This design comes from an exercise in tuning for small area on the open sky130 flow, not from production work. At most, simulation tests tie the RTL to the original design; equivalence was not proved. Power and IR drop assume default switching activity.

## FIR_filter
module FIR_filter #(parameter order = 10)(
	input logic clk,
	input logic reset,
	input logic x_valid,
	input logic signed [23:0] x,
	input logic [16*order - 1:0] h,
	output logic signed [39:0] y
);
==> module FIR_filter, before the edit <==
module FIR_filter #(parameter order = 10)(
	input logic clk,
	input logic reset,
	input logic x_valid,
	input logic signed [23:0] x,
	input logic [16*order - 1:0] h,
	output logic signed [39:0] y
);
	localparam int R = order - 1;		 
	logic [23:0] ring [0:R - 1];		 
	logic [23:0] hold;			 
	logic [3:0] age;			 
	logic pend;				 
	logic ins;				 
	logic last;				 
	logic [3:0] left;			 
	logic [3:0] nvalid;			 
	logic [3:0] k;				 
	logic use_k;				 
	logic [39:0] acc;
	wire [23:0] tail = ring[R - 1];
	wire [23:0] smp_n = last ? hold : tail;
	logic [3:0] age_n, left_n, nvalid_n, k_n;
	logic pend_n, use_n;
	always_comb begin
		if (reset) begin
			pend_n = 1'b0;
			left_n = '0;
			nvalid_n = '0;
			age_n = R - 1;
		end else if (x_valid) begin
			pend_n = 1'b1;
			left_n = order;
			nvalid_n = (nvalid == order) ? nvalid : nvalid + 4'd1;
			age_n = (age == 0) ? R : age;
		end else begin
			pend_n = pend & ~ins;
			left_n = (left != 0) ? left - 4'd1 : left;
			nvalid_n = nvalid;
			if (pend && !ins)
				age_n = (age == 1) ? R : age - 4'd1;	 
			else
				age_n = (age == 0) ? R - 1 : age - 4'd1;	 
		end
		k_n = (left_n == 1) ? 4'd0 : age_n;
		use_n = (left_n != 0) && (k_n < nvalid_n);
	end
	logic [order - 1:0] sel;		 
	always_comb
		for (int j = 0; j < order; j++) sel[j] = use_k && k == j;
	logic [15:0] tap;
	genvar b;
	generate
	for (b = 0; b < 16; b++) begin : tap_mux
		sel_or10 u_mux (.sel(sel), .d({h[144 + b], h[128 + b], h[112 + b], h[96 + b], h[80 + b],
			h[64 + b], h[48 + b], h[32 + b], h[16 + b], h[b]}), .y(tap[b]));
	end
	endgenerate
	logic [39:0] sum;
	mac_mult u_mult (.act(left != 0), .a(tap), .bn(smp_n), .acc(acc), .p(sum));
	always_ff @(posedge clk) begin
		ring[0] <= ins ? hold : tail;
		for (int i = 1; i < R; i++) ring[i] <= ring[i - 1];
		if (x_valid) hold <= ~x;
		acc <= x_valid ? 40'hAAAE000000 : sum;
		k <= k_n;
		use_k <= use_n;
		pend <= pend_n;
		ins <= pend_n && age_n == R;
		last <= left_n == 1;
		left <= left_n;
		nvalid <= nvalid_n;
		age <= age_n;
	end
	assign y = acc;
endmodule
Settings: LEC_CHECK=0, CAP_MARGIN=0, CORE_MARGIN=2, CORE_UTILIZATION=55, SLEW_MARGIN=0, SYNTH_HIERARCHICAL=1; clock period 10.0 ns.
standard.sh (not shown) runs the stock make flow with config.mk's settings and CLKGATE_MAP_FILE= SYNTH_SCRIPT=/design/flow/synth_recipe.tcl, a recipe that flattens the netlist after the stock synthesis.
==> flow/flow/run.sh <==
#!/bin/bash
# The standard layout, with three changes to how it is made:
#  - ports are buffered with the smallest buffer (buf_1) instead of the default choice;
#  - before floorplanning, combinational cells that synthesis upsized are set back to their
#    smallest size (downsize.tcl); the flow's timing repair upsizes again where needed;
#  - clock tree synthesis adds no dummy load cells.
# make's full output goes to flow_make.log; each step's log is under orfs/logs/.
set -euo pipefail
here=$(pwd)
bash standard.sh \
  "BUFFER_PORTS_ARGS=-buffer_cell sky130_fd_sc_hd__buf_1" \
  "PRE_FLOORPLAN_TCL=$here/flow/downsize.tcl" \
  "CTS_ARGS=-sink_clustering_enable -repair_clock_nets -sink_clustering_size 20 -sink_clustering_max_diameter 70 -buf_list sky130_fd_sc_hd__clkbuf_8 -dont_use_dummy_load" \
  finish > "$here/flow_make.log" 2>&1
==> flow/flow/downsize.tcl <==
# Set every combinational cell that is not a buffer, delay or clock cell to the smallest
# size of its kind (for example a22oi_2 -> a22oi_1). Sequential cells are left alone.
set db [ord::get_db]
set n 0
foreach inst [[ord::get_db_block] getInsts] {
  set master [$inst getMaster]
  set name [$master getName]
  if { ![regexp {^sky130_fd_sc_hd__([a-z0-9]+)_([0-9]+)$} $name -> base drive] } { continue }
  if { [regexp {^(df|edf|sdf|sedf|dl|clk|buf|dly|conb|tap|fill|decap|diode|probe|lpflow)} $base] } { continue }
  set best $master
  foreach d {0 1 2} {
    set cand [$db findMaster "sky130_fd_sc_hd__${base}_$d"]
    if { $cand ne "NULL" && [$cand getWidth] < [[set best] getWidth] } { set best $cand }
  }
  if { $best ne $master } {
    replace_cell [$inst getName] [$best getName]
    incr n
  }
}
puts "downsize.tcl: resized $n instances"
Next try:
--- a/flow/design.v
+++ b/flow/design.v
@@ -1155,14 +1155,13 @@
 	logic last;				 
 	logic [3:0] left;			 
 	logic [3:0] nvalid;			 
 	logic [3:0] k;				 
-	logic use_k;				 
 	logic [39:0] acc;
 	wire [23:0] tail = ring[R - 1];
 	wire [23:0] smp_n = last ? hold : tail;
 	logic [3:0] age_n, left_n, nvalid_n, k_n;
-	logic pend_n, use_n;
+	logic pend_n;
 	always_comb begin
 		if (reset) begin
 			pend_n = 1'b0;
 			left_n = '0;
@@ -1182,13 +1181,13 @@
 			else
 				age_n = (age == 0) ? R - 1 : age - 4'd1;	 
 		end
 		k_n = (left_n == 1) ? 4'd0 : age_n;
-		use_n = (left_n != 0) && (k_n < nvalid_n);
+		if (left_n == 0 || k_n >= nvalid_n) k_n = 4'd15;	 
 	end
 	logic [order - 1:0] sel;		 
 	always_comb
-		for (int j = 0; j < order; j++) sel[j] = use_k && k == j;
+		for (int j = 0; j < order; j++) sel[j] = k == j;
 	logic [15:0] tap;
 	genvar b;
 	generate
 	for (b = 0; b < 16; b++) begin : tap_mux
@@ -1203,9 +1202,8 @@
 		for (int i = 1; i < R; i++) ring[i] <= ring[i - 1];
 		if (x_valid) hold <= ~x;
 		acc <= x_valid ? 40'hAAAE000000 : sum;
 		k <= k_n;
-		use_k <= use_n;
 		pend <= pend_n;
 		ins <= pend_n && age_n == R;
 		last <= left_n == 1;
 		left <= left_n;
What happened:
- The changed run passed the timing, design-rule and antenna checks
- final cell count hardly moves
- core utilization grows by 0.16 points
- wire length shrinks by 8.6%
- global-route usage shrinks by 2.5 points
- total power shrinks by 37%
- maximum frequency shrinks by 2.4%
- worst setup slack is worse by 0.21 ns
- synthesized cell count grows by 0.42%
- die area hardly moves
- first-iteration DRC count shrinks by 32%
- clock skew grows by 0.022 ns
- non-clock buffer count grows by 1
For the second run of this note, only the layout was checked, not whether the RTL still works.

## static timing again, ports no longer ideal
In the flow no input, the clock included, has a driving cell. The finished layouts below were timed again as built, in two steps. Step 1 (the two cells are an assumption about what drives the block):
set clk [get_ports {clk}]
set_driving_cell -lib_cell sky130_fd_sc_hd__clkbuf_16 $clk
set_driving_cell -lib_cell sky130_fd_sc_hd__buf_2 [delete_from_list [all_inputs] $clk]
Step 2 times the ports against the registers' clock, not the clock port: input delays grow and output delays shrink by t, the midpoint of the rising clock arrivals with the driver on. a / b / c = ideal ports / drivers / drivers and shift; a / b = the first two.
| run | shift t [ns] | setup WS [ns] | worst setup path at the end | slew at the worst register clock pin (ns) | worst slew at a driven data input, ns |
|---|---|---|---|---|---|
| the first run | 0.590 | 1.423 / 1.423 / 0.949 | input to register | 0.12 / 0.12 | 0.08 |
| the second run | 0.584 | 1.211 / 1.238 / 0.654 | input to register | 0.12 / 0.12 | 0.11 |
After both steps setup and hold are still met in every run listed. The setup slack of the second run, which loses most, moves by +0.027 ns with the drivers and by -0.557 ns with both steps.
